This is an optimization exercise on Yosys and OpenROAD, whose aim is a short achievable clock period and few clock cycles, not a production implementation.
RTL that was checked went through simulation tests only; none was proved equivalent to the original.
Power figures rest on the tool's default switching activity, not on a simulated workload.

==> 10-26: inputs <==
==> flow/design.v (excerpt) <==
module RV32Core(
    input wire CPU_CLK,
    input wire CPU_RST,
    output wire [31:0] imem_addr,
    input wire [31:0] imem_rdata,
    output wire [31:0] dmem_addr,
    output wire [3:0] dmem_we,
    output wire [31:0] dmem_wdata,
    input wire [31:0] dmem_rdata
    );
Settings: LEC_CHECK=0, ABC_CLOCK_PERIOD_IN_PS=3000, CAP_MARGIN=20, CORE_MARGIN=2, CORE_UTILIZATION=30, PLACE_DENSITY=0.45, SLEW_MARGIN=20; clock period 12.0 ns.
standard.sh (not shown) runs the stock make flow with config.mk's settings and CLKGATE_MAP_FILE= SYNTH_SCRIPT=/design/flow/synth_recipe.tcl, a recipe that flattens the netlist after the stock synthesis.
==> flow/flow/run.sh <==
#!/bin/bash
set -euo pipefail
bash standard.sh SETUP_SLACK_MARGIN=8 TNS_END_PERCENT=20 finish > standard_flow.log 2>&1
==> inputs of 03-21, as changes to 10-26 <==
--- a/flow/design.v
+++ b/flow/design.v
@@ -27,28 +27,39 @@
     wire        f_take = btb_v[f_idx] & (btb_tag[f_idx] == pc_f[14:7]) & btb_ctr[f_idx][1];
     wire [31:0] pc_f4 = pc_f + 32'd4;
     wire [31:0] pred_npc = f_take ? {18'b0, btb_tgt[f_idx], 2'b00} : pc_f4;
     always @(posedge clk)
         if (rst)         pc_f <= 32'b0;
         else if (redir)  pc_f <= redir_pc;
         else if (!stall) pc_f <= pred_npc;
-    reg        v_d;
-    reg [31:0] pc_d, npcp_d;
+    reg        v_i;
+    reg [31:0] pc_i, npcp_i;
     reg        held;         
     reg [31:0] ibuf;
-    wire [31:0] instr_d = held ? ibuf : imem_rdata;
+    wire [31:0] instr_i = held ? ibuf : imem_rdata;
+    always @(posedge clk) begin
+        if (rst | redir)  v_i <= 1'b0;
+        else if (!stall)  v_i <= 1'b1;
+        if (!stall) begin
+            pc_i   <= pc_f;
+            npcp_i <= pred_npc;
+        end
+        held <= ~rst & ~redir & stall;
+        if (stall) ibuf <= instr_i;
+    end
+    reg        v_d;
+    reg [31:0] instr_d, pc_d, npcp_d;
     always @(posedge clk) begin
         if (rst | redir)  v_d <= 1'b0;
-        else if (!stall)  v_d <= 1'b1;
+        else if (!stall)  v_d <= v_i;
         if (!stall) begin
-            pc_d   <= pc_f;
-            npcp_d <= pred_npc;
-        end
-        held <= ~rst & ~redir & stall;
-        if (stall) ibuf <= instr_d;
+            instr_d <= instr_i;
+            pc_d    <= pc_i;
+            npcp_d  <= npcp_i;
+        end
     end
     wire [6:0] op  = instr_d[6:0];
     wire [2:0] f3  = instr_d[14:12];
     wire       f7b = instr_d[30];
     wire [4:0] rs1 = instr_d[19:15];
     wire [4:0] rs2 = instr_d[24:20];
     wire [4:0] rd  = instr_d[11:7];
==> flow/run.sh (new file) <==
#!/bin/bash
# synth_recipe.tcl (not shown) runs the flow's synth.tcl, then flattens the netlist and writes it again
# the make line also repeats each setting of config.mk as NAME=value (left out here)
make -C /OpenROAD-flow-scripts/flow DESIGN_CONFIG=/design/flow/config.mk WORK_HOME=/design/flow/orfs CLKGATE_MAP_FILE= SYNTH_SCRIPT=/design/flow/synth_recipe.tcl finish
removed: flow/flow/run.sh
removed: flow/standard.sh
==> inputs of 09-02, as changes to 10-26 <==
--- a/flow/design.v
+++ b/flow/design.v
@@ -1,9 +1,69 @@
 `timescale 1ns / 1ps
 `timescale 1ns / 1ps
+module KSAdd32(
+    input  wire [31:0] a,
+    input  wire [31:0] b,
+    input  wire        cin,
+    output wire [31:0] s,
+    output wire        cout
+    );
+    wire [31:0] p0 = a ^ b;
+    wire [31:0] g0 = {a[31:1] & b[31:1], (a[0] & b[0]) | ((a[0] ^ b[0]) & cin)};
+    wire [31:0] g1, p1, g2, p2, g3, p3, g4, p4, g5;
+    genvar i;
+    generate
+        for (i = 0; i < 32; i = i + 1) begin : lv1
+            if (i == 0) begin : b0
+                assign g1[i] = g0[i];
+                assign p1[i] = 1'b0;
+            end else begin : bn
+                assign g1[i] = g0[i] | (p0[i] & g0[i-1]);
+                assign p1[i] = p0[i] & p0[i-1];
+            end
+        end
+        for (i = 0; i < 32; i = i + 1) begin : lv2
+            if (i < 2) begin : b0
+                assign g2[i] = g1[i];
+                assign p2[i] = 1'b0;
+            end else begin : bn
+                assign g2[i] = g1[i] | (p1[i] & g1[i-2]);
+                assign p2[i] = p1[i] & p1[i-2];
+            end
+        end
+        for (i = 0; i < 32; i = i + 1) begin : lv3
+            if (i < 4) begin : b0
+                assign g3[i] = g2[i];
+                assign p3[i] = 1'b0;
+            end else begin : bn
+                assign g3[i] = g2[i] | (p2[i] & g2[i-4]);
+                assign p3[i] = p2[i] & p2[i-4];
+            end
+        end
+        for (i = 0; i < 32; i = i + 1) begin : lv4
+            if (i < 8) begin : b0
+                assign g4[i] = g3[i];
+                assign p4[i] = 1'b0;
+            end else begin : bn
+                assign g4[i] = g3[i] | (p3[i] & g3[i-8]);
+                assign p4[i] = p3[i] & p3[i-8];
+            end
+        end
+        for (i = 0; i < 32; i = i + 1) begin : lv5
+            if (i < 16) begin : b0
+                assign g5[i] = g4[i];
+            end else begin : bn
+                assign g5[i] = g4[i] | (p4[i] & g4[i-16]);
+            end
+        end
+    endgenerate
+    assign s    = p0 ^ {g5[30:0], cin};
+    assign cout = g5[31];
+endmodule
+`timescale 1ns / 1ps
 module RV32Core(
     input wire CPU_CLK,
     input wire CPU_RST,
     output wire [31:0] imem_addr,
     input wire [31:0] imem_rdata,
     output wire [31:0] dmem_addr,
     output wire [3:0] dmem_we,
@@ -117,29 +177,32 @@
     wire        a_zero = d_lui;
     wire [31:0] a_early = a_pc ? pc_d : a_zero ? 32'b0 : r1_early;
     wire [31:0] opa_n = (a_pc | a_zero) ? a_early :
                         e1 ? alu_res_e : r1_ld ? ldat_w : r1_early;
     wire        b_reg  = d_alur | d_br;
     wire [31:0] immX = d_store ? immS : (d_lui | d_auipc) ? immU : immI;
     wire [31:0] opb_n = b_reg ? r2 : immX;
+    wire [31:0] tgt_d;
+    wire        tgt_co;
+    KSAdd32 u_tgt_add(.a(pc_d), .b(d_jal ? immJ : immB), .cin(1'b0), .s(tgt_d), .cout(tgt_co));
     reg [31:0] opa_e, opb_e, sd_e, pc_e, npcp_e, link_e, tgt_e;
     reg        sub_e, s_add_e, s_sll_e, s_sr_e, sra_e, s_slt_e, s_sltu_e;
     reg        s_xor_e, s_or_e, s_and_e, link_sel_e;
     reg        br_e, jal_e, jalr_e, store_e;
     reg [2:0]  f3_e;
     always @(posedge clk) begin
         if (rst | redir | stall) v_e <= 1'b0;
         else                     v_e <= v_d;
         opa_e   <= opa_n;
         opb_e   <= opb_n;
         sd_e    <= r2;
         pc_e    <= pc_d;
         npcp_e  <= npcp_d;
         link_e  <= pc_d + 32'd4;
-        tgt_e   <= pc_d + (d_jal ? immJ : immB);
+        tgt_e   <= tgt_d;
         wen_e   <= d_wen;
         load_e  <= d_load;
         rd_e    <= rd;
         sub_e   <= d_sub;
         s_add_e <= d_s_add;
         s_sll_e <= d_s_sll;
         s_sr_e  <= d_s_sr;
@@ -153,17 +216,18 @@
         br_e    <= d_br;
         jal_e   <= d_jal;
         jalr_e  <= d_jalr;
         store_e <= d_store;
         f3_e    <= f3;
     end
     wire [31:0] b_in = opb_e ^ {32{sub_e}};
-    wire [32:0] sum33 = {1'b0, opa_e} + {1'b0, b_in} + {32'b0, sub_e};
-    wire [31:0] sum = sum33[31:0];
-    wire        ltu = ~sum33[32];
+    wire [31:0] sum;
+    wire        cout;
+    KSAdd32 u_alu_add(.a(opa_e), .b(b_in), .cin(sub_e), .s(sum), .cout(cout));
+    wire        ltu = ~cout;
     wire        lt  = (opa_e[31] ^ opb_e[31]) ? opa_e[31] : sum[31];
     wire        eq  = (opa_e == opb_e);
     wire [31:0] shl = opa_e << opb_e[4:0];
     wire [31:0] shr = $signed({sra_e & opa_e[31], opa_e}) >>> opb_e[4:0];
     assign alu_res_e = ({32{s_add_e}}  & sum)
                      | ({32{s_sll_e}}  & shl)
                      | ({32{s_sr_e}}   & shr)
==> comparison <==
- Against 09-02, the clock power of 03-21 is smaller by about 1%.
- The lowest via count belongs to 03-21, the highest to 09-02.
- Between 09-02 and 03-21, the lower sequential share of layout area is in 09-02 (gap 8.5 points).
- 10-26 finished with timing, DRC and antenna clean. 09-02 passed the timing, DRC and antenna checks. 03-21 finished with timing, DRC and antenna clean.
- Global-route usage: 03-21 < 10-26 < 09-02.
- Non-clock buffer count: 03-21 < 10-26 < 09-02.
==> figures <==
| metric | 09-02 | 10-26 | 03-21 |
|---|---|---|---|
| Detailed-route wire length on metal 1 | 247100 µm | 238900 µm | 195400 µm |
| Launch instance of the worst min-delay path | f3_m[1] | pc_e[11] | f3_m[1] |
| Chip height | 639.6 µm | 640.2 µm | 641.1 µm |
| Switching portion of total power | 30.51% | 30.50% | 27.35% |
| Data arrival time at the worst-slack endpoint | 6170 ps | 6210 ps | 6510 ps |
| Status | no timing/DRC/antenna violations | no timing/DRC/antenna violations | no timing/DRC/antenna violations |
| Number of enable flip-flop cells after synthesis | 1824 | 1824 | 1920 |
| Worst slack, placed | 4111 ps | 3987 ps | 5930 ps |
| CP Max Fanout | 5 | 4 | 38 |
| Pre-Repair DR Iteration Count | 9 | 7 | 8 |
| Buffers plus inverters on the worst setup path | 3 | 1 | 3 |
| Source of the worst register-to-register timing path | held | held | opb_e[0] |
Testbench counts of 10-26, summed over its fixed seeds: cycles 18,034.
Testbench counts of 09-02, summed over its fixed seeds: cycles 18,034.
No functional check of the RTL was part of 03-21.

---

==> run C <==
Another version of the RTL of RV32Core (not shown whole).
Settings: LEC_CHECK=0, ABC_CLOCK_PERIOD_IN_PS=3000, CAP_MARGIN=35, CORE_MARGIN=2, CORE_UTILIZATION=30, PLACE_DENSITY=0.45, SLEW_MARGIN=35, SYNTH_HIERARCHICAL=1, SYNTH_MINIMUM_KEEP_SIZE=0; clock period 12.0 ns.
==> flow/flow/run.sh <==
#!/bin/bash
set -euo pipefail
bash standard.sh SETUP_SLACK_MARGIN=8 TNS_END_PERCENT=20 finish > standard_flow.log 2>&1
==> run R (differences from run C) <==
==> flow/flow/run.sh (replaced) <==
#!/bin/bash
set -euo pipefail
bash standard.sh SETUP_SLACK_MARGIN=9 TNS_END_PERCENT=30 finish > standard_flow.log 2>&1
PLACE_DENSITY = 0.55   (was 0.45)
==> reports/qor.yml <==
run_status:
  outcome: "finished clean"
timing:
  fin_crit_ns: 4.34
critical_path:
  r2r_slack_ns: 7.73
  worstSetupStartpoint: "imem_rdata[21]"
  cp_slowest_stage_delay_ns: 0.44
  critPathArrivalTime_ns: 5.15
placement:
  place_area_sq_um: 131000
pwr:
  combPwrFrac: 0.298
  p_int_mw: 17.7
That was run R.
==> reports/qor.yml <==
critical_path:
  critPathArrivalTime_ns: 5.18
  r2r_slack_ns: 7.65
  worstSetupStartpoint: "opa_e[31]"
pwr:
  combPwrFrac: 0.283
  p_int_mw: 17.5
timing:
  fin_crit_ns: 4.35
placement:
  place_area_sq_um: 132000
run_status:
  outcome: "finished clean"
That was run C.
Testbench counts of run C, summed over its fixed seeds: cycles 17,970.
Testbench counts of run R, summed over its fixed seeds: cycles 17,970.

what the ideal ports hide:
In the flow no input, the clock included, has a driving cell. The finished layouts below were timed again as built, in two steps.
Step 1 (the two cells are an assumption about what drives the block):
set clk [get_ports {CPU_CLK}]
set_driving_cell -lib_cell sky130_fd_sc_hd__clkbuf_16 $clk
set_driving_cell -lib_cell sky130_fd_sc_hd__buf_2 [delete_from_list [all_inputs] $clk]
Step 2 also shifts input and output timing later by t, the mid clock arrival at the registers, as if the neighbouring blocks saw the same clock.
Three values: no drivers, after step 1, after step 2; two values: the first two.
run | t, ns | setup slack, ns | worst setup path at the end | worst slew at a driven data input, ns
10-26 | 1.004 | 6.626 / 6.687 / 5.684 | input to register | 0.07
03-21 | 0.988 | 6.304 / 6.304 / 5.979 | input to register | 0.07
09-02 | 1.005 | 6.681 / 6.751 / 5.746 | input to register | 0.07
run C | 1.000 | 7.645 / 7.395 / 6.395 | input to register | 0.56
run R | 1.000 | 7.664 / 7.519 / 6.519 | input to register | 0.45
After both steps every run listed still meets setup and hold. For run C, which loses most, drivers alone change the setup slack by -0.250 ns; drivers and shift together by -1.250 ns.
